Context: an optimization exercise on an open-source flow, tuned for a short achievable clock period and few clock cycles. The choices shown serve that exercise and are no tape-out recipe. Power and IR drop assume default switching activity.

== quartz ==
==> flow/design.v (excerpt) <==
module MCU(clk,reset,imem_addr,imem_data,dmem_addr,dmem_we,dmem_wdata,dmem_rdata,
           in_data,out_we,out_addr,out_data);
Settings: LEC_CHECK=0, ABC_CLOCK_PERIOD_IN_PS=2000, CAP_MARGIN=20, CORE_MARGIN=2, CORE_UTILIZATION=40, SLEW_MARGIN=20, SYNTH_HIERARCHICAL=1, TNS_END_PERCENT=100; clock period 8.0 ns.
standard.sh (not shown) runs the stock make flow with config.mk's settings and CLKGATE_MAP_FILE= SYNTH_SCRIPT=/design/flow/synth_recipe.tcl, a recipe that flattens the netlist after the stock synthesis.
==> flow/flow/run.sh <==
#!/bin/bash
set -euo pipefail
bash standard.sh SETUP_SLACK_MARGIN=5.5 MATCH_CELL_FOOTPRINT=0 \
  "BUFFER_PORTS_ARGS=-buffer_cell sky130_fd_sc_hd__buf_4" finish > standard_flow.log 2>&1
#### Input delta (xenon over quartz)
--- a/flow/design.v
+++ b/flow/design.v
@@ -184,24 +184,25 @@
 input [7:0] dmem_rdata;
 input [7:0] in_data;
 output out_we;
 output [7:0] out_addr, out_data;
 localparam [4:0] OP_ADD = 5'b00001, OP_ANI = 5'b00010, OP_ADI = 5'b00011,
                  OP_SUB = 5'b00100, OP_SLT = 5'b00101, OP_NOT = 5'b00110,
                  OP_LD  = 5'b00111, OP_ST  = 5'b01000, OP_MOV = 5'b01001,
                  OP_JMP = 5'b01010, OP_JMR = 5'b01011, OP_JML = 5'b01100,
                  OP_ORI = 5'b01101, OP_XOR = 5'b01110, OP_SHL = 5'b01111,
                  OP_SHR = 5'b10001, OP_BZ  = 5'b10010, OP_BNZ = 5'b10011,
                  OP_IN  = 5'b10100, OP_OUT = 5'b10101;
 reg [7:0]  pc_f;         
+reg [7:0]  pc_o;         
 reg        kill_f;       
 reg [16:0] ir_d;         
 reg [7:0]  pc1_d;        
 reg        kill_d;       
 reg [7:0]  a_ex, b_ex;   
 reg [7:0]  a2_ex, b2_ex;   
 reg [7:0]  q_addr;       
 reg [7:0]  q_wdata;      
 reg [2:0]  sh_ex;
 reg [7:0]  mskl_ex, mskr_ex;   
 reg [2:0]  da_ex;
 reg        rw_ex, mw_ex, out_ex;
@@ -385,30 +386,35 @@
                    .jra(jr & ~ld_ex & ~in_ex), .jrd(jr & ld_ex), .jri(jr & in_ex),
                    .e1(e1), .e2(e2), .e3(e3), .e4(fold_v), .bok(~kill_f & ~kill_cur),
                    .c00(pc_c00), .c01(pc_c01), .c10(pc_c10), .c11(pc_c11),
                    .k0(pc_k0), .k1(pc_k1z));
 MCU_zsel u_zsel (.z(zr_ex), .c00(pc_c00), .c01(pc_c01), .c10(pc_c10), .c11(pc_c11),
                  .k0(pc_k0), .k1(pc_k1z), .c0(pc_c0), .c1(pc_c1), .k(pc_k1));
 wire [7:0] pc_j0, pc_j1;
 MCU_jsel u_jsel (.ra(alu_ex), .rd(dmem_rdata), .ri(in_data),
                  .jra(jr & ~ld_ex & ~in_ex), .jrd(jr & ld_ex), .jri(jr & in_ex),
                  .c0(pc_c0), .c1(pc_c1), .j0(pc_j0), .j1(pc_j1));
 MCU_bsel u_bsel (.b(f_br), .c0(pc_j0), .c1(pc_j1), .k1(pc_k1), .pc(pc_nxt),
                  .kill(kill_nxt));
-assign imem_addr = pc_f;
+wire [7:0] pc_nxt_o;
+wire       kill_nxt_o;
+MCU_bsel u_bsel_o (.b(f_br), .c0(pc_j0), .c1(pc_j1), .k1(pc_k1), .pc(pc_nxt_o),
+                   .kill(kill_nxt_o));
+assign imem_addr = pc_o;
 wire kd = kill_f | kill_cur | frecover;    
 always @(posedge clk or negedge reset)
 begin
   if (!reset) begin
     pc_f    <= 8'd0;
+    pc_o    <= 8'd0;
     kill_f  <= 1'b0;
     ir_d    <= 17'd0;
     d_add <= 1'b0;
     fwd_a_r <= 1'b0;
     fwd_b_r <= 1'b0;
     d_sub <= 1'b0;
     d_slt <= 1'b0;
     d_and <= 1'b0;
     d_or <= 1'b0;
     d_xor <= 1'b0;
     d_not <= 1'b0;
     d_mov <= 1'b0;
@@ -435,24 +441,25 @@
     out_ex  <= 1'b0;
     add_ex  <= 1'b0; sub_ex <= 1'b0; slt_ex <= 1'b0; and_ex <= 1'b0;
     or_ex   <= 1'b0; xor_ex <= 1'b0; not_ex <= 1'b0; mov_ex <= 1'b0;
     shl_ex  <= 1'b0; shr_ex <= 1'b0; ld_ex  <= 1'b0; in_ex  <= 1'b0;
     bz_ex   <= 1'b0; bnz_ex <= 1'b0; jr_ex  <= 1'b0; jpc_ex <= 1'b0;
     pend_ex <= 1'b0;
     fc_v    <= 1'b0;
     fold_f  <= 1'b0;
     fold_v  <= 1'b0;
     pf_en   <= 1'b0;
   end else begin
     pc_f    <= pc_nxt;
+    pc_o    <= pc_nxt_o;
     kill_f  <= kill_nxt;
     ir_d    <= (kill_f | kill_cur | frecover) ? 17'd0 : imem_data;
     d_add <= kd ? 1'b0 : n_add;
     fwd_a_r <= kd ? 1'b0 : fwd_a_n;
     fwd_b_r <= kd ? 1'b0 : fwd_b_n;
     d_sub <= kd ? 1'b0 : n_sub;
     d_slt <= kd ? 1'b0 : n_slt;
     d_and <= kd ? 1'b0 : n_and;
     d_or <= kd ? 1'b0 : n_or;
     d_xor <= kd ? 1'b0 : n_xor;
     d_not <= kd ? 1'b0 : n_not;
     d_mov <= kd ? 1'b0 : n_mov;
==> comparison <==
quartz → xenon: fmax now smaller; instance area at placement now larger; combinational power comparable.
The critical-path cell with the highest stage delay comes out a221o_2 in one run and dfrtp_2 in the other, namely in xenon and quartz respectively.
The placer's final routability congestion estimate number comes out higher for xenon vs quartz.
Global-route usage, quartz and xenon: smaller value in xenon
Looking at critical path endpoint, the pc_f[6] result is from xenon; the pc_f[4] one comes from quartz.
Layout cell share with drive strength beyond 1 in xenon is 0.98 points above quartz.
quartz → xenon: aggregate routed wire length moved down, non-clock buffer count moved up, final critical path time including I/O delays and setup moved up.
Function was not checked in any run of this note: the RTL went through the layout flow alone.

## what the ideal ports hide
In the flow no input, the clock included, has a driving cell. The finished layouts below were timed again as built, in two steps. Step 1 (the two cells are an assumption about what drives the block):
set clk [get_ports {clk}]
set_driving_cell -lib_cell sky130_fd_sc_hd__clkbuf_16 $clk
set_driving_cell -lib_cell sky130_fd_sc_hd__buf_2 [delete_from_list [all_inputs] $clk]
Step 2, shift: input delay + t, output delay - t, t = (earliest + latest rising clock arrival at the registers) / 2. This alone moves slack from input paths to output paths. Three values: no drivers, after step 1, after step 2; two values: the first two.
| run | t, ns | slack for setup (ns) | worst slew at a driven data input, ns |
|---|---|---|---|
| quartz | 0.603 | 4.985 / 4.948 / 4.792 | 0.20 |
| xenon | 0.607 | 4.959 / 4.959 / 4.882 | 0.06 |
After both steps setup and hold are still met in every run listed. For quartz, which loses most, drivers alone change the setup slack by -0.037 ns; drivers and shift together by -0.193 ns.
